This design comes from an exercise in tuning for small area and a short achievable clock period on the open sky130 flow, not from production work. Where RTL was checked, it was by simulation tests only, not by an equivalence proof against the original. No functional check of the RTL was part of runs 3, 5 and 6. No activity file was given, so power comes from the tool's default toggle rates.

--- design/flow/design.v ---
`timescale 1ns / 1ps
module Parameterized_ALU#(parameter N = 16)(
    input clk,
    input [N-1:0] A,
    input [N-1:0] B,
    input [3:0] ALU_Func,
    output reg [N-1:0] ALU_out,
    output reg Carry,
    output  Arith,
    output  Shift,
    output  CMP,
    output  Logic
    );
    wire sub = ALU_Func[0] | ALU_Func[3];
    wire [15:0] bx = B ^ {16{sub}};
    wire [16:0] c;
    wire [15:0] s;
    assign c[0] = sub;
    genvar i;
    generate for (i = 0; i < 16; i = i + 1) begin : add
      assign s[i] = A[i] ^ bx[i] ^ c[i];
      assign c[i+1] = (A[i] & bx[i]) | (c[i] & (A[i] ^ bx[i]));
    end endgenerate
    wire lt = ~c[16];             
    wire eq = ~|(A ^ B);
    wire gt = ~lt & ~eq;
    wire [15:0] md;
    alu_muldiv u_md(.A(A), .B(B), .div(ALU_Func[0]), .Y(md));
    always @(posedge clk) begin
        Carry <= 1'b0;
        case (ALU_Func)
            4'b0000: {Carry, ALU_out} <= {c[16], s};
            4'b0001: {Carry, ALU_out} <= {lt, s};
            4'b0010: ALU_out <= md;
            4'b0011: ALU_out <= md;
            4'b0100: ALU_out <= A & B;
            4'b0101: ALU_out <= A | B;
            4'b0110: ALU_out <= ~(A & B);
            4'b0111: ALU_out <= ~(A | B);
            4'b1000: ALU_out <= A ^ B;
            4'b1001: ALU_out <= ~(A ^ B);
            4'b1010: ALU_out <= {15'b0, eq};
            4'b1011: ALU_out <= {14'b0, gt, 1'b0};
            4'b1100: ALU_out <= {14'b0, lt, lt};
            4'b1101: ALU_out <= {1'b0, A[15:1]};
            4'b1110: ALU_out <= {A[14:0], 1'b0};
            default: ALU_out <= 16'b0;
        endcase
    end
    assign Arith = (ALU_Func[3:2] == 2'b00);
    assign Logic = (ALU_Func[3:2] == 2'b01) || (ALU_Func == 4'b1000) || (ALU_Func == 4'b1001);
    assign CMP   = (ALU_Func == 4'b1010) || (ALU_Func == 4'b1011) || (ALU_Func == 4'b1100);
    assign Shift = (ALU_Func == 4'b1101) || (ALU_Func == 4'b1110);
endmodule
module alu_muldiv(input [15:0] A, input [15:0] B, input div, output [15:0] Y);
  wire [15:0] y = ~B;
  wire [15:0] q;
  wire [16:0] hiz;
  assign hiz[16] = 1'b1;
  genvar w;
  generate for (w = 15; w >= 1; w = w - 1) begin : hz
    assign hiz[w] = hiz[w+1] & ~B[w];
  end endgenerate
  wire [0:0] s1_t, s1_r;
  wire [1:0] s1_c;
  assign s1_c[0] = 1'b1;
  assign s1_t = A[15] | ~div;
  generate for (w = 0; w < 1; w = w + 1) begin : c1
    assign s1_c[w+1] = (s1_t[w] & y[w]) | ((s1_t[w] | y[w]) & s1_c[w]);
  end endgenerate
  assign q[15] = hiz[1] & s1_c[1];
  wire ctl1 = div ? q[15] : A[15];
  assign s1_r = s1_t ^ ({1{ctl1}} & (y[0:0] ^ s1_c[0:0]));
  wire [1:0] s2_t, s2_r;
  wire [2:0] s2_c;
  assign s2_c[0] = 1'b1;
  assign s2_t = {s1_r, A[14] | ~div};
  generate for (w = 0; w < 2; w = w + 1) begin : c2
    assign s2_c[w+1] = (s2_t[w] & y[w]) | ((s2_t[w] | y[w]) & s2_c[w]);
  end endgenerate
  assign q[14] = hiz[2] & s2_c[2];
  wire ctl2 = div ? q[14] : A[14];
  assign s2_r = s2_t ^ ({2{ctl2}} & (y[1:0] ^ s2_c[1:0]));
  wire [2:0] s3_t, s3_r;
  wire [3:0] s3_c;
  assign s3_c[0] = 1'b1;
  assign s3_t = {s2_r, A[13] | ~div};
  generate for (w = 0; w < 3; w = w + 1) begin : c3
    assign s3_c[w+1] = (s3_t[w] & y[w]) | ((s3_t[w] | y[w]) & s3_c[w]);
  end endgenerate
  assign q[13] = hiz[3] & s3_c[3];
  wire ctl3 = div ? q[13] : A[13];
  assign s3_r = s3_t ^ ({3{ctl3}} & (y[2:0] ^ s3_c[2:0]));
  wire [3:0] s4_t, s4_r;
  wire [4:0] s4_c;
  assign s4_c[0] = 1'b1;
  assign s4_t = {s3_r, A[12] | ~div};
  generate for (w = 0; w < 4; w = w + 1) begin : c4
    assign s4_c[w+1] = (s4_t[w] & y[w]) | ((s4_t[w] | y[w]) & s4_c[w]);
  end endgenerate
  assign q[12] = hiz[4] & s4_c[4];
  wire ctl4 = div ? q[12] : A[12];
  assign s4_r = s4_t ^ ({4{ctl4}} & (y[3:0] ^ s4_c[3:0]));
  wire [4:0] s5_t, s5_r;
  wire [5:0] s5_c;
  assign s5_c[0] = 1'b1;
  assign s5_t = {s4_r, A[11] | ~div};
  generate for (w = 0; w < 5; w = w + 1) begin : c5
    assign s5_c[w+1] = (s5_t[w] & y[w]) | ((s5_t[w] | y[w]) & s5_c[w]);
  end endgenerate
  assign q[11] = hiz[5] & s5_c[5];
  wire ctl5 = div ? q[11] : A[11];
  assign s5_r = s5_t ^ ({5{ctl5}} & (y[4:0] ^ s5_c[4:0]));
  wire [5:0] s6_t, s6_r;
  wire [6:0] s6_c;
  assign s6_c[0] = 1'b1;
  assign s6_t = {s5_r, A[10] | ~div};
  generate for (w = 0; w < 6; w = w + 1) begin : c6
    assign s6_c[w+1] = (s6_t[w] & y[w]) | ((s6_t[w] | y[w]) & s6_c[w]);
  end endgenerate
  assign q[10] = hiz[6] & s6_c[6];
  wire ctl6 = div ? q[10] : A[10];
  assign s6_r = s6_t ^ ({6{ctl6}} & (y[5:0] ^ s6_c[5:0]));
  wire [6:0] s7_t, s7_r;
  wire [7:0] s7_c;
  assign s7_c[0] = 1'b1;
  assign s7_t = {s6_r, A[9] | ~div};
  generate for (w = 0; w < 7; w = w + 1) begin : c7
    assign s7_c[w+1] = (s7_t[w] & y[w]) | ((s7_t[w] | y[w]) & s7_c[w]);
  end endgenerate
  assign q[9] = hiz[7] & s7_c[7];
  wire ctl7 = div ? q[9] : A[9];
  assign s7_r = s7_t ^ ({7{ctl7}} & (y[6:0] ^ s7_c[6:0]));
  wire [7:0] s8_t, s8_r;
  wire [8:0] s8_c;
  assign s8_c[0] = 1'b1;
  assign s8_t = {s7_r, A[8] | ~div};
  generate for (w = 0; w < 8; w = w + 1) begin : c8
    assign s8_c[w+1] = (s8_t[w] & y[w]) | ((s8_t[w] | y[w]) & s8_c[w]);
  end endgenerate
  assign q[8] = hiz[8] & s8_c[8];
  wire ctl8 = div ? q[8] : A[8];
  assign s8_r = s8_t ^ ({8{ctl8}} & (y[7:0] ^ s8_c[7:0]));
  wire [8:0] s9_t, s9_r;
  wire [9:0] s9_c;
  assign s9_c[0] = 1'b1;
  assign s9_t = {s8_r, A[7] | ~div};
  generate for (w = 0; w < 9; w = w + 1) begin : c9
    assign s9_c[w+1] = (s9_t[w] & y[w]) | ((s9_t[w] | y[w]) & s9_c[w]);
  end endgenerate
  assign q[7] = hiz[9] & s9_c[9];
  wire ctl9 = div ? q[7] : A[7];
  assign s9_r = s9_t ^ ({9{ctl9}} & (y[8:0] ^ s9_c[8:0]));
  wire [9:0] s10_t, s10_r;
  wire [10:0] s10_c;
  assign s10_c[0] = 1'b1;
  assign s10_t = {s9_r, A[6] | ~div};
  generate for (w = 0; w < 10; w = w + 1) begin : c10
    assign s10_c[w+1] = (s10_t[w] & y[w]) | ((s10_t[w] | y[w]) & s10_c[w]);
  end endgenerate
  assign q[6] = hiz[10] & s10_c[10];
  wire ctl10 = div ? q[6] : A[6];
  assign s10_r = s10_t ^ ({10{ctl10}} & (y[9:0] ^ s10_c[9:0]));
  wire [10:0] s11_t, s11_r;
  wire [11:0] s11_c;
  assign s11_c[0] = 1'b1;
  assign s11_t = {s10_r, A[5] | ~div};
  generate for (w = 0; w < 11; w = w + 1) begin : c11
    assign s11_c[w+1] = (s11_t[w] & y[w]) | ((s11_t[w] | y[w]) & s11_c[w]);
  end endgenerate
  assign q[5] = hiz[11] & s11_c[11];
  wire ctl11 = div ? q[5] : A[5];
  assign s11_r = s11_t ^ ({11{ctl11}} & (y[10:0] ^ s11_c[10:0]));
  wire [11:0] s12_t, s12_r;
  wire [12:0] s12_c;
  assign s12_c[0] = 1'b1;
  assign s12_t = {s11_r, A[4] | ~div};
  generate for (w = 0; w < 12; w = w + 1) begin : c12
    assign s12_c[w+1] = (s12_t[w] & y[w]) | ((s12_t[w] | y[w]) & s12_c[w]);
  end endgenerate
  assign q[4] = hiz[12] & s12_c[12];
  wire ctl12 = div ? q[4] : A[4];
  assign s12_r = s12_t ^ ({12{ctl12}} & (y[11:0] ^ s12_c[11:0]));
  wire [12:0] s13_t, s13_r;
  wire [13:0] s13_c;
  assign s13_c[0] = 1'b1;
  assign s13_t = {s12_r, A[3] | ~div};
  generate for (w = 0; w < 13; w = w + 1) begin : c13
    assign s13_c[w+1] = (s13_t[w] & y[w]) | ((s13_t[w] | y[w]) & s13_c[w]);
  end endgenerate
  assign q[3] = hiz[13] & s13_c[13];
  wire ctl13 = div ? q[3] : A[3];
  assign s13_r = s13_t ^ ({13{ctl13}} & (y[12:0] ^ s13_c[12:0]));
  wire [13:0] s14_t, s14_r;
  wire [14:0] s14_c;
  assign s14_c[0] = 1'b1;
  assign s14_t = {s13_r, A[2] | ~div};
  generate for (w = 0; w < 14; w = w + 1) begin : c14
    assign s14_c[w+1] = (s14_t[w] & y[w]) | ((s14_t[w] | y[w]) & s14_c[w]);
  end endgenerate
  assign q[2] = hiz[14] & s14_c[14];
  wire ctl14 = div ? q[2] : A[2];
  assign s14_r = s14_t ^ ({14{ctl14}} & (y[13:0] ^ s14_c[13:0]));
  wire [14:0] s15_t, s15_r;
  wire [15:0] s15_c;
  assign s15_c[0] = 1'b1;
  assign s15_t = {s14_r, A[1] | ~div};
  generate for (w = 0; w < 15; w = w + 1) begin : c15
    assign s15_c[w+1] = (s15_t[w] & y[w]) | ((s15_t[w] | y[w]) & s15_c[w]);
  end endgenerate
  assign q[1] = hiz[15] & s15_c[15];
  wire ctl15 = div ? q[1] : A[1];
  assign s15_r = s15_t ^ ({15{ctl15}} & (y[14:0] ^ s15_c[14:0]));
  wire [15:0] s16_t, s16_r;
  wire [16:0] s16_c;
  assign s16_c[0] = 1'b1;
  assign s16_t = {s15_r, A[0] | ~div};
  generate for (w = 0; w < 16; w = w + 1) begin : c16
    assign s16_c[w+1] = (s16_t[w] & y[w]) | ((s16_t[w] | y[w]) & s16_c[w]);
  end endgenerate
  assign q[0] = hiz[16] & s16_c[16];
  wire ctl16 = div ? q[0] : A[0];
  assign s16_r = s16_t ^ ({16{ctl16}} & (y[15:0] ^ s16_c[15:0]));
  assign Y = div ? q : ~s16_r;
endmodule
--- design/flow/run.sh ---
#!/bin/bash
# synth_recipe.tcl (not shown) runs the flow's synth.tcl, then flattens the netlist and writes it again
# the make line also repeats each setting of config.mk as NAME=value (left out here)
make -C /OpenROAD-flow-scripts/flow DESIGN_CONFIG=/design/flow/config.mk WORK_HOME=/design/flow/orfs CLKGATE_MAP_FILE= SYNTH_SCRIPT=/design/flow/synth_recipe.tcl finish
--- design/flow/config.mk ---
export PLATFORM = sky130hd
export DESIGN_NAME = Parameterized_ALU
export DESIGN_NICKNAME = Parameterized_ALU
export VERILOG_FILES = /design/flow/design.v
export SDC_FILE = /design/flow/constraint.sdc
export NUM_CORES = 4
export LEC_CHECK = 0
export ABC_AREA = 1
export CAP_MARGIN = 20
export CORE_MARGIN = 2
export CORE_UTILIZATION = 40
export GPL_TIMING_DRIVEN = 0
export SLEW_MARGIN = 20
--- design/flow/constraint.sdc ---
create_clock -name core_clock -period 35.0 [get_ports {clk}]
set_input_delay 7.0000 -clock core_clock [delete_from_list [all_inputs] [get_ports {clk}]]
set_output_delay 7.0000 -clock core_clock [all_outputs]
set_load 0.01 [all_outputs]
==> flow_metrics.env, run 1 <==
export IMPL_status="no timing/DRC/antenna violations"
export IMPL_timing_final_max_slew_violations=0
export IMPL_final_antenna_net_count=0
export IMPL_grt_pass1_vias=9882
export IMPL_ctsHtreeMaxLevel=1
export IMPL_post_place_cells=2090
export IMPL_grt_max_degree=11
export IMPL_post_synth_instance_area_um2=9600
export IMPL_relSlewSlack_pct=38.0
export IMPL_power_density_nw_per_um2=53.6
export IMPL_startpoint_type="input pin"
export IMPL_finalCriticalPeriod_ns=28.19
export IMPL_track_usage_pct=25.2
export IMPL_ctsHoldBuffers=0
export IMPL_drcViolationCount=0
export IMPL_synth_net_count=1798
export IMPL_critical_path_max_stage_delay_ns=0.59
export IMPL_clk_path_buf_depth=2
export IMPL_worst_setup_path_type="in2reg"
export IMPL_area_growth_pct=10.9
export IMPL_critical_path_startpoint="B[14]"
export IMPL_use_met3_pct=4.36
export IMPL_crit_required_ns=35.12
export IMPL_numCtsBuffers=3
export IMPL_worstSetupPathDepth=201
export IMPL_worst_min_delay_path_category="in2reg"
export IMPL_fin_util_pct=45.2
export IMPL_yosysWarnings=1
export IMPL_netlist_area_leader_share_pct=22.8
export IMPL_clkTransAtPathRegs_ns=0.06
export IMPL_slowest_stage="clkdlybuf4s50_1"
export IMPL_detail_route_vias_per_cell=5.17
export IMPL_max_cap_violations=0
export IMPL_drive_gt1_share_pct=13.6
export IMPL_floorplan_initialDensity_pct=40.8
export IMPL_layout_cells_most_common_list="nand2_1 (582), inv_1 (240), nand3_1 (208)"
export IMPL_antenna_found_initial=0
export IMPL_chipWidth_um=159
export IMPL_rsz0062_at_grt="false"
export IMPL_final_setup_tns_ns=0
export IMPL_power_static_leakage_nw=5.74
export IMPL_hold_viol_final=0
export IMPL_report_final_setup_viol=0
export IMPL_detailedPlacementHpwl_um=26400
export IMPL_pre_cts_ws_ns=6.63
export IMPL_final_min_period_over_clock_period_pct=80.5
export IMPL_grt_remaining_overflow=0
export IMPL_grt_most_used_layer="met2"
export IMPL_fmax_mhz=35.5
export IMPL_place_port_buffers=57
export IMPL_final_cells=2094
export IMPL_avgRoutedWirePerCell_um=15.4
export IMPL_placementRows=56
export IMPL_synth_area_leader_cell="nand2_1"
export IMPL_routabilityCongestion=0.923
export IMPL_drt_pass1_iter_count=5
export IMPL_worstSetupEndpoint="ALU_out[6]"
export IMPL_timing_worst_slew_pin_value_ns=0.927
export IMPL_crit_family="simple AND/OR/NAND/NOR gates"
export IMPL_postSynthCellCount=1714
export IMPL_setup_ws_ns=6.81
export IMPL_cpMostUsedCell="nand3_2"
export IMPL_postSynthAreaPerCell_um2=5.60
export IMPL_postCtsSetupBuffers=0
export IMPL_sequential_to_total_area_share_from_yosys_stat_pct=3.54
export IMPL_drtIter0Drc=832
export IMPL_netlist_top_cells_area="nand2_1 (23%), nand3_2 (11%), nand3_1 (11%)"
export IMPL_ys_seq_elements=17
export IMPL_timing_critical_path_buf_inv=15
export IMPL_final_common_cell="nand2_1"
export IMPL_grtUsageMet1_pct=33.7
export IMPL_die_area_um2=25300
export IMPL_met2_usage_pct=43.3
export IMPL_cts_repair_resized=0
export IMPL_via_count=10800
export IMPL_antenna_cells=0
export IMPL_core_um2=23500
export IMPL_timing_critical_path_to_type="register"
export IMPL_routed_wl_um=32300
export IMPL_worst_ir_drop_vdd_mv=0.0464
export IMPL_clk_root_buffer_cell="clkbuf_16"
export IMPL_clock_sinks=17
export IMPL_tritoncts_clock_tree="done"
export IMPL_die_height_um=159
export IMPL_pin_count=58
export IMPL_critical_path_arrival_ns=28.30
export IMPL_grt_first_pass_wirelength_um=52000
export IMPL_final_net_count=1860
export IMPL_crit_fanout=10
export IMPL_yosysUniqueCellTypes=44
[synthesized netlist by cell type, drive strengths merged]
library cell	count
nand2	634
nand3	315
inv	256
nor2	121
xor2	119
buf	54
ha	32
o21ai	30
xnor2	19
clkbuf	18
dfxtp	17
fa	15
o22ai	14
o221ai	12
a2111oi	10
nor4	8
a21oi	6
nand4	5
a221oi	4
o211ai	4
or2	4
a211oi	3
clkinv	2
nand3b	2
nor3	2
o2111ai	2
a211o	1
a21boi	1
a221o	1
a22o	1
mux2i	1
o21a	1
[power breakdown]
group          total (mW)  internal [mW]  switching [mW]
Combinational       0.521          0.185           0.336
Sequential         0.0250         0.0238         0.00114
Clock              0.0242         0.0153         0.00883
[sequential cells by signal, indices dropped and copies added, names as in the netlist]
signal   count
ALU_out     16
Carry        1
[cell families after synthesis]
logic type	synth area share [%]
AO/OA/AOI/OAI	6.33
XOR/XNOR	12.9
adder cells (fa/ha/maj)	7.30
buffers and inverters	15.0
flip-flops	3.54
multiplexers	0.104
AND/OR/NAND/NOR	54.8
[final cells by class]
cell class / instances / area, um^2
timing repair buffer: 57 / 571
tap: 319 / 399
multi-input combinational: 1367 / 7820
fill: 2662 / 12900
clock inverter: 1 / 5.00
sequential: 17 / 340
inverter: 258 / 971
buffer: 72 / 467
clock buffer: 3 / 75.1
[per-stage QoR]
step | power, mW | area, um^2 | hold slack, ns
after floorplan | 0.438 | 9600 | 7.24
after global placement | 0.538 | 10600 | 7.74
after detailed placement | 0.546 | 10600 | 7.74
after CTS | 0.572 | 10700 | 7.62
after global routing | 0.640 | 10700 | 7.68
final | 0.570 | 10700 | 7.63
[how the worst min path moves through the flow]
| stage | slack [ns] | endpoint | cells past startpoint | from |
|---|---|---|---|---|
| 2_1_floorplan | 7.24 | Carry | 3 | ALU_Func[1] |
| 3_3_place_gp | 7.74 | ALU_out[12] | 1 | ALU_out[12] |
| 3_5_place_dp | 7.74 | Carry | 1 | Carry |
| 4_1_cts | 7.62 | ALU_out[0] | 4 | ALU_Func[2] |
| 5_1_grt | 7.68 | ALU_out[11] | 5 | B[11] |
| 6_report | 7.63 | ALU_out[0] | 4 | ALU_Func[2] |
[metal layers]
layer	up-vias	routed length [um]
met4	0	440
met1	5002	14800
met3	36	2150
met5	-	0
li1	5497	-
met2	289	14900
==> run 2: changes to the inputs <==
--- a/design/flow/config.mk
+++ b/design/flow/config.mk
@@ -9,5 +9,4 @@
 export CAP_MARGIN = 20
 export CORE_MARGIN = 2
 export CORE_UTILIZATION = 40
-export GPL_TIMING_DRIVEN = 0
 export SLEW_MARGIN = 20
==> run 2 against run 1 <==
  * Still clean on timing, DRC and antenna
  * Clock-buffer cell count unchanged
  * Die area unchanged
  * Global-route usage decreased by 0.95 points
  * Synthesized cell count unchanged
  * Wire length decreased by 3.3%
  * Flip-flop and latch count unchanged
  * Synthesized area unchanged
  * Critical path depth increased by 6
  * Largest power group unchanged
==> flow_metrics.env, run 2 <==
export IMPL_drive_gt1_share_pct=12.2
export IMPL_synth_net_count=1798
export IMPL_via_count=10400
export IMPL_postSynth_topFlopCell="dfxtp_1"
export IMPL_cts_repair_resized=0
export IMPL_track_usage_pct=24.2
export IMPL_final_min_period_over_clock_period_pct=81.1
export IMPL_detail_route_vias_per_cell=5.11
export IMPL_place_port_buffers=57
export IMPL_startpoint_type="input pin"
export IMPL_clock_sinks=17
export IMPL_crit_fanout=33
export IMPL_timing_final_max_slew_violations=0
export IMPL_drt_pass1_iter_count=5
export IMPL_grt_pass1_vias=9424
export IMPL_final_setup_tns_ns=0
export IMPL_chipWidth_um=159
export IMPL_regArea_um2=340
export IMPL_cpMostUsedCell="nand3_2"
export IMPL_yosysUniqueCellTypes=44
export IMPL_worst_ir_drop_vdd_mv=0.0282
export IMPL_worst_setup_path_type="in2reg"
export IMPL_max_flop_register="ALU_out"
export IMPL_clk_root_buffer_cell="clkbuf_16"
export IMPL_netlist_area_leader_share_pct=22.8
export IMPL_die_height_um=159
export IMPL_postLayoutCellArea_um2=10300
export IMPL_routed_wl_um=31200
export IMPL_multi_input_area_um2=7830
export IMPL_hold_viol_final=0
export IMPL_grt_max_degree=47
export IMPL_setup_ws_ns=6.60
export IMPL_max_reg_flops=16
export IMPL_slowest_stage="nand2_1"
export IMPL_placementRows=56
export IMPL_synth_edff_count=0
export IMPL_post_place_cells=2039
export IMPL_synth_async_reset_ratio_pct=0
export IMPL_timing_critical_path_to_type="register"
export IMPL_final_cells=2043
export IMPL_synthTopCellsByCount="nand2_1 (582), inv_1 (240), nand3_1 (208)"
export IMPL_timing_worst_slew_pin_value_ns=0.928
export IMPL_relSlewSlack_pct=36.5
export IMPL_power_density_nw_per_um2=53.8
export IMPL_crit_required_ns=35.14
export IMPL_grt_first_pass_wirelength_um=50200
export IMPL_avgRoutedWirePerCell_um=15.3
export IMPL_clk_path_buf_depth=2
export IMPL_postSynthCellCount=1714
export IMPL_report_final_setup_viol=0
export IMPL_antenna_cells=0
export IMPL_synth_area_leader_cell="nand2_1"
export IMPL_critical_path_arrival_ns=28.53
export IMPL_fin_util_pct=43.9
export IMPL_max_cap_violations=0
export IMPL_drtIter0Drc=698
export IMPL_critical_path_max_stage_delay_ns=0.63
export IMPL_finalCriticalPeriod_ns=28.40
export IMPL_sequential_to_total_area_share_from_yosys_stat_pct=3.54
export IMPL_clkTransAtPathRegs_ns=0.06
export IMPL_grt_remaining_overflow=0
export IMPL_postSynthAreaPerCell_um2=5.60
export IMPL_antenna_found_initial=0
export IMPL_pin_count=58
export IMPL_routabilityCongestion=0.970
export IMPL_post_synth_instance_area_um2=9600
export IMPL_detailedPlacementHpwl_um=23100
export IMPL_tritoncts_clock_tree="done"
export IMPL_reg_top3="ALU_out: 16 flops, Carry: 1 flops"
export IMPL_yosysWarnings=1
export IMPL_numCtsBuffers=3
export IMPL_final_common_cell="nand2_1"
export IMPL_floorplan_initialDensity_pct=40.8
export IMPL_fmax_mhz=35.2
export IMPL_netlist_top_cells_area="nand2_1 (23%), nand3_2 (11%), nand3_1 (11%)"
export IMPL_area_growth_pct=7.77
export IMPL_power_mw=0.557
export IMPL_placedInstanceArea_um2=10300
export IMPL_power_static_leakage_nw=5.56
export IMPL_ctsHoldBuffers=0
export IMPL_hold_ws_ns=7.61
export IMPL_ys_seq_elements=17
export IMPL_layout_cells_most_common_list="nand2_1 (582), inv_1 (240), nand3_1 (208)"
export IMPL_core_um2=23500
export IMPL_final_net_count=1809
export IMPL_fillerInstances=2595
export IMPL_die_area_um2=25300
export IMPL_pre_cts_ws_ns=6.56
export IMPL_final_antenna_net_count=0
export IMPL_status="no timing/DRC/antenna violations"
export IMPL_worst_min_delay_path_category="in2reg"
export IMPL_yosysMostFrequentCell="nand2_1"
export IMPL_rsz0062_at_grt="false"
export IMPL_drcViolationCount=0
export IMPL_ctsHtreeMaxLevel=1
export IMPL_postCtsSetupBuffers=0
==> run 2: cell count changes in the layout (fill, tap and decap cells not counted) <==
cell / before / now
buf_2: 22 / 0
clkbuf_1: 18 / 0
buf_6: 13 / 0
buf_4: 19 / 21
nor2_1: 118 / 116
nor2_2: 2 / 4
==> run 2: final cells by class <==
| class | count | share of cell area (%) |
|---|---|---|
| well taps | 319 | 3.86 |
| inverters | 258 | 9.38 |
| flip-flops and latches | 17 | 3.29 |
| clock buffers | 3 | 0.726 |
| repair buffers | 78 | 7.04 |
| multi-input cells | 1367 | 75.7 |
| clock inverters | 1 | 0.0484 |
==> run 2: logic make-up (layout without fill, tap and decap cells) <==
group	after synthesis	after routing	synth area share (%)
AO/OA/AOI/OAI	90	90	6.33
XOR/XNOR	138	138	12.9
adder cells (fa/ha/maj)	47	47	7.30
buffers and inverters	330	340	15.0
flip-flops	17	17	3.54
multiplexers	1	1	0.104
AND/OR/NAND/NOR	1091	1091	54.8
==> run 2: worst max-delay path: cells and delay by family <==
family | cells | cell delay [ns]
xor gates and xnor gates | 5 | 1.31
buffers and inverters | 9 | 1.75
and+or+nand+nor | 193 | 18.41
==> run 2: final timing paths <==
kind                         from          to  cells after the start
worst min-delay path  ALU_Func[0]       Carry                      4
worst max-delay path         B[0]  ALU_out[9]                    207
==> run 2: report_power, final <==
| part | internal (mW) | switching (mW) |
|---|---|---|
| clock | 0.0154 | 0.00955 |
| combinational | 0.174 | 0.332 |
| sequential | 0.0238 | 0.00122 |
| total | 0.213 | 0.343 |
==> run 2: metal layers <==
layer	GRT usage [%]	vias up	wire, um
li1	-	5403	-
met1	32.8	4681	14100
met2	42.2	304	14300
met3	1.70	42	2060
met4	5.79	0	698
met5	0	-	0
==> run 3: changes to the inputs <==
--- a/design/flow/design.v
+++ b/design/flow/design.v
@@ -219,7 +219,7 @@
     assign s16_c[w+1] = (s16_t[w] & y[w]) | ((s16_t[w] | y[w]) & s16_c[w]);
   end endgenerate
   assign q[0] = hiz[16] & s16_c[16];
-  wire ctl16 = div ? q[0] : A[0];
+  wire ctl16 = A[0];
   assign s16_r = s16_t ^ ({16{ctl16}} & (y[15:0] ^ s16_c[15:0]));
   assign Y = div ? q : ~s16_r;
 endmodule
==> run 3 against run 2 <==
  * Sequential power fell by 3%
  * Die area rose by 6.2%
  * Utilization fell by 1.1 points
  * Non-clock buffer count rose by 3
  * Via count rose by 4.7%
  * Clock-buffer cell count rose by 1
  * Critical path depth fell by 16
  * Sequential share of layout area fell by 0.12 points
  * Synthesized area rose by 6.4%
==> flow_metrics.env, run 3 <==
export IMPL_status="no timing/DRC/antenna violations"
export IMPL_synth_net_count=1836
export IMPL_drcViolationCount=0
export IMPL_ys_seq_elements=17
export IMPL_postSynthCellCount=1752
export IMPL_clkPwrFrac_pct=5.5
export IMPL_chipWidth_um=164
export IMPL_antenna_found_initial=0
export IMPL_cellInternalPower_mw=0.177
export IMPL_max_flop_register="ALU_out"
export IMPL_reg_top3="ALU_out: 16 flops, Carry: 1 flops"
export IMPL_routed_wl_um=33900
export IMPL_track_usage_pct=25.4
export IMPL_synth_async_reset_ratio_pct=0
export IMPL_finalCriticalPeriod_ns=27.10
export IMPL_area_growth_pct=5.25
export IMPL_placementRows=58
export IMPL_comb_power_share_pct=89.3
export IMPL_max_reg_flops=16
export IMPL_drtIter0Drc=880
export IMPL_floorplan_initialDensity_pct=40.7
export IMPL_grt_max_degree=41
export IMPL_final_net_count=1856
export IMPL_worst_ir_drop_vdd_mv=0.0247
export IMPL_crit_required_ns=35.13
export IMPL_ctsHtreeMaxLevel=1
export IMPL_final_setup_tns_ns=0
export IMPL_timing_critical_path_buf_inv=9
export IMPL_yosysUniqueCellTypes=55
export IMPL_seqPwrFrac_pct=5.2
export IMPL_crit_family="simple AND/OR/NAND/NOR gates"
export IMPL_clk_path_buf_depth=2
export IMPL_worst_setup_path_type="in2reg"
export IMPL_sequential_to_total_area_share_from_yosys_stat_pct=3.33
export IMPL_detail_route_vias_per_cell=5.20
export IMPL_die_height_um=164
export IMPL_whs_endpoint="ALU_out[0]"
export IMPL_pin_count=58
export IMPL_report_final_setup_viol=0
export IMPL_yosysWarnings=1
export IMPL_grt_pass1_vias=10200
export IMPL_netSwitchingPower_mw=0.286
export IMPL_netlist_top_cells_area="nand2_1 (19%), nand3_2 (11%), inv_1 (8.7%)"
export IMPL_rsz0062_at_grt="false"
export IMPL_antenna_cells=0
export IMPL_netlist_area_leader_share_pct=19.1
export IMPL_ctsHoldBuffers=0
export IMPL_postSynth_topFlopCell="dfxtp_1"
export IMPL_postCtsSetupBuffers=0
export IMPL_synth_edff_count=0
export IMPL_relSlewSlack_pct=20.9
export IMPL_die_area_um2=26800
export IMPL_post_synth_instance_area_um2=10200
export IMPL_grt_remaining_overflow=0
export IMPL_power_density_nw_per_um2=43.1
export IMPL_max_cap_violations=0
export IMPL_drive_gt1_share_pct=15.9
export IMPL_power_switching_fraction_pct=61.9
export IMPL_postSynthAreaPerCell_um2=5.83
export IMPL_synthTopCellsByCount="nand2_1 (519), inv_1 (238), nor2_1 (159)"
export IMPL_clock_sinks=17
export IMPL_detailedPlacementHpwl_um=25600
export IMPL_power_static_leakage_nw=5.65
export IMPL_drt_pass1_iter_count=7
export IMPL_place_port_buffers=57
export IMPL_grt_first_pass_wirelength_um=53900
export IMPL_via_count=10900
export IMPL_cpMostUsedCell="nand3_2"
export IMPL_final_common_cell="nand2_1"
export IMPL_clkTransAtPathRegs_ns=0.07
export IMPL_worst_min_delay_path_category="in2reg"
export IMPL_timing_worst_slew_pin_value_ns=1.18
export IMPL_tritoncts_clock_tree="done"
export IMPL_routabilityCongestion=0.935
export IMPL_yosysMostFrequentCell="nand2_1"
export IMPL_hold_start="ALU_Func[0]"
export IMPL_layout_cells_most_common_list="nand2_1 (519), inv_1 (238), nor2_1 (158)"
export IMPL_numCtsBuffers=3
export IMPL_core_um2=25100
export IMPL_hold_viol_final=0
export IMPL_synth_area_leader_cell="nand2_1"
export IMPL_cts_repair_resized=0
export IMPL_final_antenna_net_count=0
export IMPL_fin_util_pct=42.8
export IMPL_critical_path_max_stage_delay_ns=1.17
export IMPL_fmax_mhz=36.9
export IMPL_timing_final_max_slew_violations=0
export IMPL_clk_root_buffer_cell="clkbuf_16"
export IMPL_final_min_period_over_clock_period_pct=77.4
export IMPL_min_delay_path_depth=5
export IMPL_crit_fanout=23
export IMPL_hold_ws_ns=7.66
export IMPL_startpoint_type="input pin"
export IMPL_critical_path_arrival_ns=27.23
export IMPL_avgRoutedWirePerCell_um=16.1
export IMPL_slowest_stage="clkdlybuf4s50_1"
export IMPL_timing_critical_path_to_type="register"
-- run 3: how the worst max path moves through the flow --
stage	startpoint	cells after the start	to
after floorplan	B[12]	180	ALU_out[15]
after global placement	B[1]	189	ALU_out[10]
after detailed placement	B[1]	191	ALU_out[10]
after CTS	B[1]	191	ALU_out[10]
after global routing	B[1]	188	ALU_out[10]
final	B[1]	191	ALU_out[11]
-- run 3: cell type report --
| type | instances | area [um^2] |
|---|---|---|
| Sequential cell | 17 | 340 |
| Timing Repair Buffer | 81 | 751 |
| Inverter | 275 | 1060 |
| Multi-Input combinational cell | 1394 | 8110 |
| Clock buffer | 4 | 78.8 |
| Tap cell | 330 | 413 |
| Fill cell | 2784 | 14400 |
-- run 3: logic make-up after synthesis --
kind of cell	Yosys count	synth area share, %
and+or+nand+nor	1071	52.5
buffers and inverters	341	17.3
AOI/OAI and AO/OA	159	9.49
xor gates and xnor gates	117	10.5
adders and majority gates	47	6.86
DFF	17	3.33
-- run 3: worst min-delay path, delay by kind of cell --
kind / cells / cell delay [ns]
simple gates: 2 / 0.18
buf+inv: 2 / 0.65
compound gates: 1 / 0.06
-- run 3: stage by stage --
stage                     setup slack [ns]  area, um^2  power, mW  std cells
after floorplan                      12.51       10200      0.338       1752
after global placement                8.47       10700      0.427       2097
after detailed placement              8.02       10700      0.430       2097
after CTS                             8.23       10800      0.457       2101
after global routing                  5.61       10800      0.512       2101
final                                 7.90       10800      0.463       2101
-- run 3: per-layer routing --
metal | track usage (%) | routed length (um)
met5 | 0 | 0
met4 | 6.02 | 788
met3 | 5.05 | 2670
met2 | 41.4 | 15100
met1 | 34.5 | 15300
-- run 3: power groups by stage --
| stage | logic, mW | registers (mW) | clock network (mW) |
|---|---|---|---|
| final | 0.413 | 0.0243 | 0.0255 |
| after global routing | 0.461 | 0.0246 | 0.0258 |
| after CTS | 0.407 | 0.0243 | 0.0250 |
| after detailed placement | 0.405 | 0.0247 | 0 |
| after global placement | 0.403 | 0.0247 | 0 |
| after floorplan | 0.312 | 0.0267 | 0 |
==> run 4: changes to the inputs <==
--- a/design/flow/design.v
+++ b/design/flow/design.v
@@ -219,7 +219,7 @@
     assign s16_c[w+1] = (s16_t[w] & y[w]) | ((s16_t[w] | y[w]) & s16_c[w]);
   end endgenerate
   assign q[0] = hiz[16] & s16_c[16];
-  wire ctl16 = A[0];
+  wire ctl16 = div ? q[0] : A[0];
   assign s16_r = s16_t ^ ({16{ctl16}} & (y[15:0] ^ s16_c[15:0]));
   assign Y = div ? q : ~s16_r;
 endmodule
==> design/flow/flow/run.sh (new file) <==
#!/bin/bash
set -euo pipefail
export SETUP_SLACK_MARGIN=8
bash standard.sh > standard.log 2>&1
==> design/flow/standard.sh (new file) <==
#!/bin/bash
# synth_recipe.tcl (not shown) runs the flow's synth.tcl, then flattens the netlist and writes it again
# the make line also repeats each setting of config.mk as NAME=value (left out here)
make -C /OpenROAD-flow-scripts/flow DESIGN_CONFIG=/design/flow/config.mk WORK_HOME=/design/flow/orfs CLKGATE_MAP_FILE= SYNTH_SCRIPT=/design/flow/synth_recipe.tcl "${@:-finish}"
removed: design/flow/run.sh
==> run 4 against run 3 <==
  * Still clean
  * Non-clock buffer count is 130 higher
  * Design area is 21% higher
  * Die area is 5.9% lower
  * Utilization grew 12 points
  * Critical path type unchanged
  * Largest power group unchanged
  * Highest routed layer unchanged
==> flow_metrics.env, run 4 <==
export IMPL_status="no timing/DRC/antenna violations"
export IMPL_yosysUniqueCellTypes=44
export IMPL_synth_net_count=1798
export IMPL_sequential_to_total_area_share_from_yosys_stat_pct=3.54
export IMPL_tritoncts_clock_tree="done"
export IMPL_rsz0062_at_grt="false"
export IMPL_ctsHoldBuffers=0
export IMPL_clk_path_buf_depth=2
export IMPL_postSynthCellCount=1714
export IMPL_clock_sinks=17
export IMPL_worst_setup_path_type="in2reg"
export IMPL_antenna_cells=0
export IMPL_cpMostUsedCell="nand3_2"
export IMPL_max_reg_flops=16
export IMPL_timing_worst_slew_pin_value_ns=1.11
export IMPL_final_common_cell="nand2_1"
export IMPL_multi_input_area_um2=9070
export IMPL_timing_final_max_slew_violations=0
export IMPL_power_static_leakage_nw=6.74
export IMPL_netlist_top_cells_area="nand2_1 (23%), nand3_2 (11%), nand3_1 (11%)"
export IMPL_reg_top3="ALU_out: 16 flops, Carry: 1 flops"
export IMPL_die_area_um2=25300
export IMPL_regArea_um2=340
export IMPL_clkTransAtPathRegs_ns=0.06
export IMPL_die_height_um=159
export IMPL_relSlewSlack_pct=24.0
export IMPL_finalCriticalPeriod_ns=26.00
export IMPL_postSynth_topFlopCell="dfxtp_1"
export IMPL_crit_required_ns=35.09
export IMPL_chipWidth_um=159
export IMPL_drt_pass1_iter_count=5
export IMPL_pin_count=58
export IMPL_ctsHtreeMaxLevel=1
export IMPL_detailedPlacementHpwl_um=23100
export IMPL_antenna_found_initial=0
export IMPL_final_net_count=1955
export IMPL_drive_gt1_share_pct=28.6
export IMPL_final_cells=2189
export IMPL_post_place_cells=2039
export IMPL_final_antenna_net_count=0
export IMPL_yosysMostFrequentCell="nand2_1"
export IMPL_layout_cells_most_common_list="nand2_1 (485), inv_1 (230), nand3_1 (179)"
export IMPL_placementRows=56
export IMPL_max_flop_register="ALU_out"
export IMPL_worst_ir_drop_vdd_mv=0.0450
export IMPL_place_port_buffers=57
export IMPL_power_density_nw_per_um2=52.5
export IMPL_avgRoutedWirePerCell_um=16.6
export IMPL_final_setup_tns_ns=0
export IMPL_synth_edff_count=0
export IMPL_synth_async_reset_ratio_pct=0
export IMPL_slowest_stage="xnor2_2"
export IMPL_floorplan_initialDensity_pct=40.8
export IMPL_core_um2=23500
export IMPL_synthTopCellsByCount="nand2_1 (582), inv_1 (240), nand3_1 (208)"
export IMPL_synth_area_leader_cell="nand2_1"
export IMPL_clk_root_buffer_cell="clkbuf_16"
export IMPL_routed_wl_um=36300
export IMPL_crit_fanout=15
export IMPL_yosysWarnings=1
export IMPL_hold_viol_final=0
export IMPL_grt_max_degree=47
export IMPL_netlist_area_leader_share_pct=22.8
export IMPL_critical_path_arrival_ns=26.09
export IMPL_grt_pass1_vias=9433
export IMPL_critical_path_max_stage_delay_ns=0.24
export IMPL_startpoint_type="input pin"
export IMPL_max_cap_violations=0
export IMPL_area_growth_pct=35.4
export IMPL_worst_min_delay_path_category="in2reg"
export IMPL_fmax_mhz=38.5
export IMPL_postSynthAreaPerCell_um2=5.60
export IMPL_via_count=11500
export IMPL_routabilityCongestion=0.970
export IMPL_fillerInstances=2335
export IMPL_track_usage_pct=24.2
export IMPL_placedInstanceArea_um2=10300
export IMPL_drtIter0Drc=896
export IMPL_grt_remaining_overflow=0
export IMPL_timing_critical_path_to_type="register"
export IMPL_detail_route_vias_per_cell=5.26
export IMPL_report_final_setup_viol=0
export IMPL_ys_seq_elements=17
export IMPL_grt_first_pass_wirelength_um=50100
export IMPL_drcViolationCount=0
export IMPL_post_synth_instance_area_um2=9600
export IMPL_numCtsBuffers=3
export IMPL_postLayoutCellArea_um2=13000
export IMPL_final_min_period_over_clock_period_pct=74.3
-- run 4: cell families (layout without fill, tap and decap cells) --
family                   Yosys count  count (layout)  synth area share (%)
AND/OR/NAND/NOR                 1091            1101                  54.8
AO/OA/AOI/OAI                     90              90                  6.33
adder cells (fa/ha/maj)           47              47                  7.30
multiplexers                       1               1                 0.104
buffers and inverters            330             476                  15.0
flip-flops                        17              17                  3.54
XOR/XNOR                         138             138                  12.9
-- run 4: metrics by stage --
stage / util, % / setup WS [ns] / power (mW) / hold WS (ns)
after floorplan: - / 11.71 / 0.438 / 7.24
after global placement: 43.6 / 6.93 / 0.524 / 7.74
after detailed placement: 43.6 / 6.56 / 0.527 / 7.74
after CTS: 44.3 / 8.06 / 0.556 / 7.54
after global routing: 55.2 / 7.42 / 0.748 / 7.27
final: 55.2 / 9.00 / 0.682 / 7.25
-- run 4: layout make-up --
cell class,instances,area share [%]
multi-input combinational,1377,69.8
timing repair buffer,211,15.4
inverter,258,8.28
tap,319,3.07
sequential,17,2.62
clock buffer,3,0.577
timing repair inverter,3,0.241
clock inverter,1,0.0385
-- run 4: worst paths after layout --
| path | startpoint | endpoint | cells past startpoint |
|---|---|---|---|
| min | B[15] | ALU_out[15] | 4 |
| max | B[5] | ALU_out[4] | 211 |
-- run 4: power breakdown --
group          switching [mW]  leakage, nW  internal (mW)  total [mW]
Combinational           0.397         6.56          0.236       0.632
Sequential            0.00123        0.142         0.0238      0.0251
Clock                 0.00967       0.0409         0.0154      0.0251
Total                   0.407         6.74          0.275       0.682
-- run 4: timing repair --
action / in CTS / in global routing
setup endpoints to repair: 16 / 16
pin swaps: 0 / 125
buffers inserted: 0 / 126
gates cloned: 0 / 20
gates resized for setup: 28 / 352
-- run 4: layer usage --
layer	up-vias	track usage [%]	part of all wire [%]
met5	-	0	0
met4	0	5.99	4.4
met3	80	1.10	6.2
met2	414	42.1	47
met1	5322	33.1	43
li1	5696	-	-
-- run 4: worst max-delay path, delay by kind of cell --
| family | cells | cell delay (ns) |
|---|---|---|
| xor+xnor | 6 | 1.18 |
| buf+inv | 11 | 1.17 |
| simple gates | 194 | 16.62 |
==> run 5: changes to the inputs <==
--- a/design/flow/design.v
+++ b/design/flow/design.v
@@ -11,28 +11,22 @@
     output  CMP,
     output  Logic
     );
-    wire sub = ALU_Func[0] | ALU_Func[3];
-    wire [15:0] bx = B ^ {16{sub}};
-    wire [16:0] c;
-    wire [15:0] s;
-    assign c[0] = sub;
-    genvar i;
-    generate for (i = 0; i < 16; i = i + 1) begin : add
-      assign s[i] = A[i] ^ bx[i] ^ c[i];
-      assign c[i+1] = (A[i] & bx[i]) | (c[i] & (A[i] ^ bx[i]));
-    end endgenerate
-    wire lt = ~c[16];             
+    wire div  = ALU_Func[0];
+    wire arr  = (ALU_Func[3:1] == 3'b001);
+    wire addm = (ALU_Func == 4'b0000);
+    wire [15:0] q, r;
+    wire c;
+    alu_muldiv u_md(.A(A), .B(B), .div(div), .arr(arr), .addm(addm), .Q(q), .R(r), .C(c));
+    wire lt = ~c;
     wire eq = ~|(A ^ B);
     wire gt = ~lt & ~eq;
-    wire [15:0] md;
-    alu_muldiv u_md(.A(A), .B(B), .div(ALU_Func[0]), .Y(md));
     always @(posedge clk) begin
         Carry <= 1'b0;
         case (ALU_Func)
-            4'b0000: {Carry, ALU_out} <= {c[16], s};
-            4'b0001: {Carry, ALU_out} <= {lt, s};
-            4'b0010: ALU_out <= md;
-            4'b0011: ALU_out <= md;
+            4'b0000: {Carry, ALU_out} <= {~c, ~r};
+            4'b0001: {Carry, ALU_out} <= {~c, r};
+            4'b0010: ALU_out <= ~r;
+            4'b0011: ALU_out <= q;
             4'b0100: ALU_out <= A & B;
             4'b0101: ALU_out <= A | B;
             4'b0110: ALU_out <= ~(A & B);
@@ -52,7 +46,7 @@
     assign CMP   = (ALU_Func == 4'b1010) || (ALU_Func == 4'b1011) || (ALU_Func == 4'b1100);
     assign Shift = (ALU_Func == 4'b1101) || (ALU_Func == 4'b1110);
 endmodule
-module alu_muldiv(input [15:0] A, input [15:0] B, input div, output [15:0] Y);
+module alu_muldiv(input [15:0] A, input [15:0] B, input div, input arr, input addm, output [15:0] Q, output [15:0] R, output C);
   wire [15:0] y = ~B;
   wire [15:0] q;
   wire [16:0] hiz;
@@ -214,12 +208,14 @@
   wire [15:0] s16_t, s16_r;
   wire [16:0] s16_c;
   assign s16_c[0] = 1'b1;
-  assign s16_t = {s15_r, A[0] | ~div};
+  assign s16_t = arr ? {s15_r, A[0] | ~div} : (A ^ {16{addm}});
   generate for (w = 0; w < 16; w = w + 1) begin : c16
     assign s16_c[w+1] = (s16_t[w] & y[w]) | ((s16_t[w] | y[w]) & s16_c[w]);
   end endgenerate
   assign q[0] = hiz[16] & s16_c[16];
-  wire ctl16 = div ? q[0] : A[0];
+  wire ctl16 = (div & arr) ? q[0] : (A[0] | ~arr);
   assign s16_r = s16_t ^ ({16{ctl16}} & (y[15:0] ^ s16_c[15:0]));
-  assign Y = div ? q : ~s16_r;
+  assign Q = q;
+  assign R = s16_r;
+  assign C = s16_c[16];
 endmodule
==> design/flow/run.sh (new file) <==
#!/bin/bash
# synth_recipe.tcl (not shown) runs the flow's synth.tcl, then flattens the netlist and writes it again
# the make line also repeats each setting of config.mk as NAME=value (left out here)
make -C /OpenROAD-flow-scripts/flow DESIGN_CONFIG=/design/flow/config.mk WORK_HOME=/design/flow/orfs CLKGATE_MAP_FILE= SYNTH_SCRIPT=/design/flow/synth_recipe.tcl finish
removed: design/flow/flow/run.sh
removed: design/flow/standard.sh
==> run 5 against run 4 <==
  * Worst setup slack worse by 3.9 ns
  * Synthesized area is 7.1% higher
  * Clock power is 8.4% lower
  * Clock-buffer cell count stayed put
  * Design area is 19% lower
  * Final cell count is 2.0% lower
  * Sequential power is 6% lower
  * Via count is 2.0% lower
  * Maximum frequency is 13% lower
  * Critical path depth is 12 higher
  * Largest cell class unchanged
==> flow_metrics.env, run 5 <==
export IMPL_status="no timing/DRC/antenna violations"
export IMPL_final_antenna_net_count=0
export IMPL_routed_wl_um=32100
export IMPL_track_usage_pct=23.6
export IMPL_crit_required_ns=35.18
export IMPL_max_cap_violations=0
export IMPL_grt_pass1_vias=10200
export IMPL_synth_net_count=1876
export IMPL_slowest_stage="clkdlybuf4s50_1"
export IMPL_ctsHtreeMaxLevel=1
export IMPL_ctsHoldBuffers=0
export IMPL_floorplan_initialDensity_pct=40.8
export IMPL_yosysUniqueCellTypes=56
export IMPL_chipWidth_um=164
export IMPL_max_flop_register="ALU_out"
export IMPL_postLayoutCellArea_um2=10600
export IMPL_postSynthAreaPerCell_um2=5.69
export IMPL_final_min_period_over_clock_period_pct=85.4
export IMPL_clk_root_buffer_cell="clkbuf_16"
export IMPL_final_setup_tns_ns=0
export IMPL_fillerInstances=2772
export IMPL_worst_setup_path_type="in2reg"
export IMPL_grt_remaining_overflow=0
export IMPL_pin_count=58
export IMPL_post_place_cells=2141
export IMPL_critical_path_max_stage_delay_ns=0.87
export IMPL_grt_max_degree=51
export IMPL_detail_route_vias_per_cell=5.26
export IMPL_placementRows=58
export IMPL_synth_area_leader_cell="nand2_1"
export IMPL_netlist_area_leader_share_pct=20.6
export IMPL_clock_sinks=17
export IMPL_synthTopCellsByCount="nand2_1 (564), nand3_1 (241), inv_1 (236)"
export IMPL_clkTransAtPathRegs_ns=0.05
export IMPL_synth_async_reset_ratio_pct=0
export IMPL_tritoncts_clock_tree="done"
export IMPL_timing_final_max_slew_violations=0
export IMPL_rsz0062_at_grt="false"
export IMPL_postSynthCellCount=1807
export IMPL_via_count=11300
export IMPL_final_cells=2145
export IMPL_crit_fanout=48
export IMPL_timing_worst_slew_pin_value_ns=0.911
export IMPL_worst_min_delay_path_category="in2reg"
export IMPL_place_port_buffers=57
export IMPL_drive_gt1_share_pct=14.0
export IMPL_power_mw=0.435
export IMPL_cts_repair_resized=0
export IMPL_die_area_um2=27000
export IMPL_postCtsSetupBuffers=0
export IMPL_clk_path_buf_depth=2
export IMPL_die_height_um=164
export IMPL_relSlewSlack_pct=39.2
export IMPL_routabilityCongestion=0.922
export IMPL_worst_ir_drop_vdd_mv=0.0214
export IMPL_postSynth_topFlopCell="dfxtp_1"
export IMPL_post_synth_instance_area_um2=10300
export IMPL_core_um2=25200
export IMPL_power_density_nw_per_um2=41.1
export IMPL_report_final_setup_viol=0
export IMPL_power_static_leakage_nw=5.55
export IMPL_antenna_cells=0
export IMPL_final_net_count=1885
export IMPL_placedInstanceArea_um2=10500
export IMPL_numCtsBuffers=3
export IMPL_startpoint_type="input pin"
export IMPL_max_reg_flops=16
export IMPL_layout_cells_most_common_list="nand2_1 (564), nand3_1 (241), inv_1 (236)"
export IMPL_area_growth_pct=2.97
export IMPL_reg_top3="ALU_out: 16 flops, Carry: 1 flops"
export IMPL_yosysMostFrequentCell="nand2_1"
export IMPL_final_common_cell="nand2_1"
export IMPL_drtIter0Drc=680
export IMPL_sequential_to_total_area_share_from_yosys_stat_pct=3.31
export IMPL_timing_critical_path_to_type="register"
export IMPL_hold_ws_ns=7.56
export IMPL_finalCriticalPeriod_ns=29.91
export IMPL_cpMostUsedCell="nand3_2"
export IMPL_netlist_top_cells_area="nand2_1 (21%), nand3_1 (12%), inv_1 (8.6%)"
export IMPL_ys_seq_elements=17
export IMPL_hold_viol_final=0
export IMPL_yosysWarnings=1
export IMPL_detailedPlacementHpwl_um=24300
export IMPL_fmax_mhz=33.4
export IMPL_critical_path_arrival_ns=30.09
export IMPL_grt_first_pass_wirelength_um=51600
export IMPL_drt_pass1_iter_count=6
export IMPL_avgRoutedWirePerCell_um=14.9
export IMPL_antenna_found_initial=0
export IMPL_drcViolationCount=0
export IMPL_synth_edff_count=0
-- run 5: power by group --
group          switching (mW)  internal (mW)
logic                   0.256          0.133
registers            0.000728         0.0228
clock network         0.00772         0.0153
total                   0.264          0.171
-- run 5: cell type report --
type	count	area (um^2)	share of cell area (%)
clock inverters	1	5.00	0.0473
well taps	330	413	3.90
flip-flops and latches	17	340	3.21
clock buffers	3	75.1	0.709
repair buffers	76	703	6.64
multi-input cells	1450	8010	75.6
inverters	268	1040	9.85
-- run 5: cells by family after synthesis --
| family | count (synthesis) | share of synthesized area, % |
|---|---|---|
| and+or+nand+nor | 1155 | 54.6 |
| adders and majority gates | 32 | 3.89 |
| xor gates and xnor gates | 103 | 9.06 |
| AOI/OAI and AO/OA | 160 | 10.3 |
| buffers and inverters | 340 | 18.8 |
| DFF | 17 | 3.31 |
-- run 5: worst paths after layout --
check             start         end  slack, ns  depth (start not counted)
setup / recovery   B[9]  ALU_out[2]       5.09                        223
hold / removal     B[0]  ALU_out[0]       7.56                          4
-- run 5: per-layer routing --
layer / GRT usage, % / vias up / wire (um)
li1: - / 5768 / -
met1: 32.0 / 5164 / 14800
met2: 40.6 / 322 / 14600
met3: 3.03 / 26 / 2260
met4: 3.51 / 0 / 344
met5: 0 / - / 0
-- run 5: critical path: cells and delay by family --
kind / cells / cell delay, ns
compound gates: 5 / 1.10
buf+inv: 7 / 2.06
xor+xnor: 2 / 0.53
simple gates: 209 / 19.30
-- run 5: metrics by stage --
step	setup slack [ns]	utilization, %
6_report	5.09	42.1
5_1_grt	2.24	42.1
4_1_cts	5.13	42.1
3_5_place_dp	4.95	41.7
3_3_place_gp	5.37	41.7
2_1_floorplan	10.50	-
==> run 6: changes to the inputs <==
--- a/design/flow/design.v
+++ b/design/flow/design.v
@@ -11,22 +11,28 @@
     output  CMP,
     output  Logic
     );
-    wire div  = ALU_Func[0];
-    wire arr  = (ALU_Func[3:1] == 3'b001);
-    wire addm = (ALU_Func == 4'b0000);
-    wire [15:0] q, r;
-    wire c;
-    alu_muldiv u_md(.A(A), .B(B), .div(div), .arr(arr), .addm(addm), .Q(q), .R(r), .C(c));
-    wire lt = ~c;
+    wire sub = ALU_Func[0] | ALU_Func[3];
+    wire [15:0] bx = B ^ {16{sub}};
+    wire [16:0] c;
+    wire [15:0] s;
+    assign c[0] = sub;
+    genvar i;
+    generate for (i = 0; i < 16; i = i + 1) begin : add
+      assign s[i] = A[i] ^ bx[i] ^ c[i];
+      assign c[i+1] = (A[i] & bx[i]) | (c[i] & (A[i] ^ bx[i]));
+    end endgenerate
+    wire lt = ~c[16];             
     wire eq = ~|(A ^ B);
     wire gt = ~lt & ~eq;
+    wire [15:0] md;
+    alu_muldiv u_md(.A(A), .B(B), .div(ALU_Func[0]), .Y(md));
     always @(posedge clk) begin
         Carry <= 1'b0;
         case (ALU_Func)
-            4'b0000: {Carry, ALU_out} <= {~c, ~r};
-            4'b0001: {Carry, ALU_out} <= {~c, r};
-            4'b0010: ALU_out <= ~r;
-            4'b0011: ALU_out <= q;
+            4'b0000: {Carry, ALU_out} <= {c[16], s};
+            4'b0001: {Carry, ALU_out} <= {lt, s};
+            4'b0010: ALU_out <= md;
+            4'b0011: ALU_out <= md;
             4'b0100: ALU_out <= A & B;
             4'b0101: ALU_out <= A | B;
             4'b0110: ALU_out <= ~(A & B);
@@ -46,7 +52,7 @@
     assign CMP   = (ALU_Func == 4'b1010) || (ALU_Func == 4'b1011) || (ALU_Func == 4'b1100);
     assign Shift = (ALU_Func == 4'b1101) || (ALU_Func == 4'b1110);
 endmodule
-module alu_muldiv(input [15:0] A, input [15:0] B, input div, input arr, input addm, output [15:0] Q, output [15:0] R, output C);
+module alu_muldiv(input [15:0] A, input [15:0] B, input div, output [15:0] Y);
   wire [15:0] y = ~B;
   wire [15:0] q;
   wire [16:0] hiz;
@@ -199,23 +205,117 @@
   wire [15:0] s15_c;
   assign s15_c[0] = 1'b1;
   assign s15_t = {s14_r, A[1] | ~div};
-  generate for (w = 0; w < 15; w = w + 1) begin : c15
-    assign s15_c[w+1] = (s15_t[w] & y[w]) | ((s15_t[w] | y[w]) & s15_c[w]);
-  end endgenerate
+  wire [14:0] s15_g = s15_t & y[14:0];
+  wire [14:0] s15_p = s15_t | y[14:0];
+  wire s15_n1_g = s15_g[1] | (s15_p[1] & s15_p[0]);
+  wire s15_n2_g = s15_g[3] | (s15_p[3] & s15_g[2]);
+  wire s15_n2_p = s15_p[3] & s15_p[2];
+  wire s15_n3_g = s15_g[5] | (s15_p[5] & s15_g[4]);
+  wire s15_n3_p = s15_p[5] & s15_p[4];
+  wire s15_n4_g = s15_g[7] | (s15_p[7] & s15_g[6]);
+  wire s15_n4_p = s15_p[7] & s15_p[6];
+  wire s15_n5_g = s15_g[9] | (s15_p[9] & s15_g[8]);
+  wire s15_n5_p = s15_p[9] & s15_p[8];
+  wire s15_n6_g = s15_g[11] | (s15_p[11] & s15_g[10]);
+  wire s15_n6_p = s15_p[11] & s15_p[10];
+  wire s15_n7_g = s15_g[13] | (s15_p[13] & s15_g[12]);
+  wire s15_n7_p = s15_p[13] & s15_p[12];
+  wire s15_n8_g = s15_n2_g | (s15_n2_p & s15_n1_g);
+  wire s15_n9_g = s15_n4_g | (s15_n4_p & s15_n3_g);
+  wire s15_n9_p = s15_n4_p & s15_n3_p;
+  wire s15_n10_g = s15_n6_g | (s15_n6_p & s15_n5_g);
+  wire s15_n10_p = s15_n6_p & s15_n5_p;
+  wire s15_n11_g = s15_n9_g | (s15_n9_p & s15_n8_g);
+  wire s15_n12_g = s15_n10_g | (s15_n10_p & s15_n11_g);
+  wire s15_n13_g = s15_n3_g | (s15_n3_p & s15_n8_g);
+  wire s15_n14_g = s15_n5_g | (s15_n5_p & s15_n11_g);
+  wire s15_n15_g = s15_n7_g | (s15_n7_p & s15_n12_g);
+  wire s15_n16_g = s15_g[2] | (s15_p[2] & s15_n1_g);
+  wire s15_n17_g = s15_g[4] | (s15_p[4] & s15_n8_g);
+  wire s15_n18_g = s15_g[6] | (s15_p[6] & s15_n13_g);
+  wire s15_n19_g = s15_g[8] | (s15_p[8] & s15_n11_g);
+  wire s15_n20_g = s15_g[10] | (s15_p[10] & s15_n14_g);
+  wire s15_n21_g = s15_g[12] | (s15_p[12] & s15_n12_g);
+  wire s15_n22_g = s15_g[14] | (s15_p[14] & s15_n15_g);
+  assign s15_c[1] = s15_p[0];
+  assign s15_c[2] = s15_n1_g;
+  assign s15_c[3] = s15_n16_g;
+  assign s15_c[4] = s15_n8_g;
+  assign s15_c[5] = s15_n17_g;
+  assign s15_c[6] = s15_n13_g;
+  assign s15_c[7] = s15_n18_g;
+  assign s15_c[8] = s15_n11_g;
+  assign s15_c[9] = s15_n19_g;
+  assign s15_c[10] = s15_n14_g;
+  assign s15_c[11] = s15_n20_g;
+  assign s15_c[12] = s15_n12_g;
+  assign s15_c[13] = s15_n21_g;
+  assign s15_c[14] = s15_n15_g;
+  assign s15_c[15] = s15_n22_g;
   assign q[1] = hiz[15] & s15_c[15];
   wire ctl15 = div ? q[1] : A[1];
   assign s15_r = s15_t ^ ({15{ctl15}} & (y[14:0] ^ s15_c[14:0]));
   wire [15:0] s16_t, s16_r;
   wire [16:0] s16_c;
   assign s16_c[0] = 1'b1;
-  assign s16_t = arr ? {s15_r, A[0] | ~div} : (A ^ {16{addm}});
-  generate for (w = 0; w < 16; w = w + 1) begin : c16
-    assign s16_c[w+1] = (s16_t[w] & y[w]) | ((s16_t[w] | y[w]) & s16_c[w]);
-  end endgenerate
+  assign s16_t = {s15_r, A[0] | ~div};
+  wire [15:0] s16_g = s16_t & y[15:0];
+  wire [15:0] s16_p = s16_t | y[15:0];
+  wire s16_n1_g = s16_g[1] | (s16_p[1] & s16_p[0]);
+  wire s16_n2_g = s16_g[3] | (s16_p[3] & s16_g[2]);
+  wire s16_n2_p = s16_p[3] & s16_p[2];
+  wire s16_n3_g = s16_g[5] | (s16_p[5] & s16_g[4]);
+  wire s16_n3_p = s16_p[5] & s16_p[4];
+  wire s16_n4_g = s16_g[7] | (s16_p[7] & s16_g[6]);
+  wire s16_n4_p = s16_p[7] & s16_p[6];
+  wire s16_n5_g = s16_g[9] | (s16_p[9] & s16_g[8]);
+  wire s16_n5_p = s16_p[9] & s16_p[8];
+  wire s16_n6_g = s16_g[11] | (s16_p[11] & s16_g[10]);
+  wire s16_n6_p = s16_p[11] & s16_p[10];
+  wire s16_n7_g = s16_g[13] | (s16_p[13] & s16_g[12]);
+  wire s16_n7_p = s16_p[13] & s16_p[12];
+  wire s16_n8_g = s16_g[15] | (s16_p[15] & s16_g[14]);
+  wire s16_n8_p = s16_p[15] & s16_p[14];
+  wire s16_n9_g = s16_n2_g | (s16_n2_p & s16_n1_g);
+  wire s16_n10_g = s16_n4_g | (s16_n4_p & s16_n3_g);
+  wire s16_n10_p = s16_n4_p & s16_n3_p;
+  wire s16_n11_g = s16_n6_g | (s16_n6_p & s16_n5_g);
+  wire s16_n11_p = s16_n6_p & s16_n5_p;
+  wire s16_n12_g = s16_n8_g | (s16_n8_p & s16_n7_g);
+  wire s16_n12_p = s16_n8_p & s16_n7_p;
+  wire s16_n13_g = s16_n10_g | (s16_n10_p & s16_n9_g);
+  wire s16_n14_g = s16_n12_g | (s16_n12_p & s16_n11_g);
+  wire s16_n14_p = s16_n12_p & s16_n11_p;
+  wire s16_n15_g = s16_n14_g | (s16_n14_p & s16_n13_g);
+  wire s16_n16_g = s16_n11_g | (s16_n11_p & s16_n13_g);
+  wire s16_n17_g = s16_n3_g | (s16_n3_p & s16_n9_g);
+  wire s16_n18_g = s16_n5_g | (s16_n5_p & s16_n13_g);
+  wire s16_n19_g = s16_n7_g | (s16_n7_p & s16_n16_g);
+  wire s16_n20_g = s16_g[2] | (s16_p[2] & s16_n1_g);
+  wire s16_n21_g = s16_g[4] | (s16_p[4] & s16_n9_g);
+  wire s16_n22_g = s16_g[6] | (s16_p[6] & s16_n17_g);
+  wire s16_n23_g = s16_g[8] | (s16_p[8] & s16_n13_g);
+  wire s16_n24_g = s16_g[10] | (s16_p[10] & s16_n18_g);
+  wire s16_n25_g = s16_g[12] | (s16_p[12] & s16_n16_g);
+  wire s16_n26_g = s16_g[14] | (s16_p[14] & s16_n19_g);
+  assign s16_c[1] = s16_p[0];
+  assign s16_c[2] = s16_n1_g;
+  assign s16_c[3] = s16_n20_g;
+  assign s16_c[4] = s16_n9_g;
+  assign s16_c[5] = s16_n21_g;
+  assign s16_c[6] = s16_n17_g;
+  assign s16_c[7] = s16_n22_g;
+  assign s16_c[8] = s16_n13_g;
+  assign s16_c[9] = s16_n23_g;
+  assign s16_c[10] = s16_n18_g;
+  assign s16_c[11] = s16_n24_g;
+  assign s16_c[12] = s16_n16_g;
+  assign s16_c[13] = s16_n25_g;
+  assign s16_c[14] = s16_n19_g;
+  assign s16_c[15] = s16_n26_g;
+  assign s16_c[16] = s16_n15_g;
   assign q[0] = hiz[16] & s16_c[16];
-  wire ctl16 = (div & arr) ? q[0] : (A[0] | ~arr);
+  wire ctl16 = A[0];
   assign s16_r = s16_t ^ ({16{ctl16}} & (y[15:0] ^ s16_c[15:0]));
-  assign Q = q;
-  assign R = s16_r;
-  assign C = s16_c[16];
+  assign Y = div ? q : ~s16_r;
 endmodule
==> run 6 against run 5 <==
  * Utilization up 2.1 points
  * Die area down 6.0%
  * Final cell count down 3.4%
  * Sequential power up 4%
  * First-iteration DRC count up 29%
  * Synthesized area down 6.1%
  * Worst setup slack better by 2.7 ns
  * Critical endpoint is now ALU_out[11]
  * Still clean on timing, DRC and antenna
  * Synthesized cell count down 3.1%
  * Hold slack better by 0.063 ns
  * Sequential share of layout area up 0.054 points
  * Critical path depth down 25
  * Wire length down 0.96%
==> flow_metrics.env, run 6 <==
export IMPL_timing_critical_path_to_type="register"
export IMPL_synth_fa_ha_area_share_pct=7.26
export IMPL_routed_wl_um=31700
export IMPL_drive_gt1_share_pct=11.3
export IMPL_final_cells=2073
export IMPL_die_area_um2=25400
export IMPL_drcViolationCount=0
export IMPL_relSlewSlack_pct=36.2
export IMPL_tritoncts_clock_tree="done"
export IMPL_main_combinational_cell_family_by_area_after_synthesis="simple AND/OR/NAND/NOR gates"
export IMPL_placementRows=56
export IMPL_postSynth_topFlopCell="dfxtp_1"
export IMPL_clk_path_buf_depth=2
export IMPL_grt_remaining_overflow=0
export IMPL_worst_ir_drop_vdd_mv=0.0300
export IMPL_timing_final_max_slew_violations=0
export IMPL_worst_min_delay_path_category="in2reg"
export IMPL_max_cap_violations=0
export IMPL_floorplan_initialDensity_pct=40.9
export IMPL_post_synth_instance_area_um2=9660
export IMPL_wl_met1_um=14600
export IMPL_core_um2=23600
export IMPL_report_final_setup_viol=0
export IMPL_min_delay_path_depth=4
export IMPL_detail_route_vias_per_cell=5.24
export IMPL_highest_signal_layer="met4"
export IMPL_postSynthCellCount=1751
export IMPL_yosysUniqueCellTypes=48
export IMPL_synth_xor_area_share_pct=11.4
export IMPL_cts_repair_resized=0
export IMPL_ctsHoldBuffers=0
export IMPL_via_count=10900
export IMPL_post_place_cells=2069
export IMPL_yosysWarnings=1
export IMPL_status="no timing/DRC/antenna violations"
export IMPL_power_static_leakage_nw=5.50
export IMPL_final_common_cell="nand2_1"
export IMPL_multi_input_area_um2=7990
export IMPL_avgRoutedWirePerCell_um=15.3
export IMPL_final_antenna_net_count=0
export IMPL_slowest_stage="inv_1"
export IMPL_synth_edff_count=0
export IMPL_netlist_top_cells_area="nand2_1 (23%), nand3_1 (11%), xor2_1 (9.1%)"
export IMPL_worst_setup_path_type="in2reg"
export IMPL_ys_seq_elements=17
export IMPL_critical_path_max_stage_delay_ns=0.89
export IMPL_synth_simple_gate_area_share_pct=55.3
export IMPL_antenna_cells=0
export IMPL_drtIter0Drc=879
export IMPL_synth_async_reset_ratio_pct=0
export IMPL_track_usage_pct=24.4
export IMPL_final_min_period_over_clock_period_pct=77.7
export IMPL_routabilityCongestion=0.905
export IMPL_synth_area_leader_cell="nand2_1"
export IMPL_max_reg_flops=16
export IMPL_area_fraction_in_compound_gates_after_synthesis_pct=8.73
export IMPL_clock_sinks=17
export IMPL_area_growth_pct=7.86
export IMPL_synthTopCellsByCount="nand2_1 (590), inv_1 (221), nand3_1 (220)"
export IMPL_grt_first_pass_wirelength_um=51000
export IMPL_reg_top3="ALU_out: 16 flops, Carry: 1 flops"
export IMPL_drt_pass1_iter_count=5
export IMPL_synth_net_count=1835
export IMPL_power_mw=0.539
export IMPL_final_net_count=1839
export IMPL_synth_mux_area_share_pct=0
export IMPL_critical_path_arrival_ns=27.38
export IMPL_grt_max_degree=45
export IMPL_fillerInstances=2556
export IMPL_hold_viol_final=0
export IMPL_layout_cells_most_common_list="nand2_1 (590), inv_1 (221), nand3_1 (220)"
[run 6: power by group]
part | internal [mW] | switching (mW)
clock | 0.0154 | 0.00961
combinational | 0.168 | 0.322
sequential | 0.0234 | 0.00102
total | 0.206 | 0.333
[run 6: worst max-delay path, delay by kind of cell]
kind | cells | cell delay (ns)
simple gates | 189 | 17.21
xor+xnor | 4 | 1.12
buf+inv | 5 | 1.91
[run 6: per-stage QoR]
stage / area [um^2] / hold WS [ns] / util (%)
4_1_cts: 10400 / 7.62 / 44.1
3_5_place_dp: 10300 / 7.73 / 43.8
3_3_place_gp: 10300 / 7.74 / 43.8
2_1_floorplan: 9660 / 7.16 / -
5_1_grt: 10400 / 7.69 / 44.1
6_report: 10400 / 7.62 / 44.1
[run 6: how the worst max path moves through the flow]
| stage | endpoint | slack, ns | from | cells after the start |
|---|---|---|---|---|
| 3_3_place_gp | ALU_out[11] | 8.15 | B[7] | 201 |
| 3_5_place_dp | ALU_out[11] | 7.72 | B[7] | 201 |
| 6_report | ALU_out[11] | 7.81 | B[7] | 198 |
| 4_1_cts | ALU_out[11] | 7.95 | B[7] | 198 |
| 2_1_floorplan | ALU_out[15] | 12.57 | B[13] | 185 |
| 5_1_grt | ALU_out[11] | 5.14 | B[7] | 200 |
[run 6: logic make-up after synthesis]
group | Yosys count
AOI/OAI and AO/OA | 129
and+or+nand+nor | 1123
buffers and inverters | 314
xor gates and xnor gates | 121
adders and majority gates | 47
DFF | 17
[run 6: metal layers]
layer / vias to the layer above / global-route usage (%)
met5: - / 0
met4: 0 / 6.03
met3: 47 / 1.85
met2: 357 / 41.2
li1: 5581 / -
met1: 4884 / 33.7
[run 6: final cells by class]
cell class	count	area share [%]
Clock buffer	3	0.721
Sequential cell	17	3.27
Inverter	237	8.54
Tap cell	319	3.83
Clock inverter	1	0.0480
Timing Repair Buffer	76	6.85
Multi-Input combinational cell	1420	76.7

[separate check: timing with driven ports]
How much do the figures lean on ideal ports? The routed layouts below were timed once more, with nothing changed but the port constraints. Step 1 sets driving cells, clkbuf_16 on the clock port and buf_2 on the other inputs (assumed; they add their load-dependent delay and slew). Step 2 times the ports against the registers' clock, not the clock port: input delays grow and output delays shrink by t, the midpoint of the rising clock arrivals with the driver on. Three values: no drivers, after step 1, after step 2; two values: the first two.
run | t, ns | setup slack, ns
run 1 | 0.283 | 6.815 / 6.825 / 6.541
run 2 | 0.291 | 6.605 / 6.619 / 6.328
run 3 | 0.295 | 7.900 / 7.907 / 7.612
run 4 | 0.296 | 8.997 / 9.016 / 8.720
run 5 | 0.282 | 5.093 / 5.104 / 4.822
run 6 | 0.292 | 7.805 / 7.819 / 7.527
After both steps setup and hold are still met in every run listed.
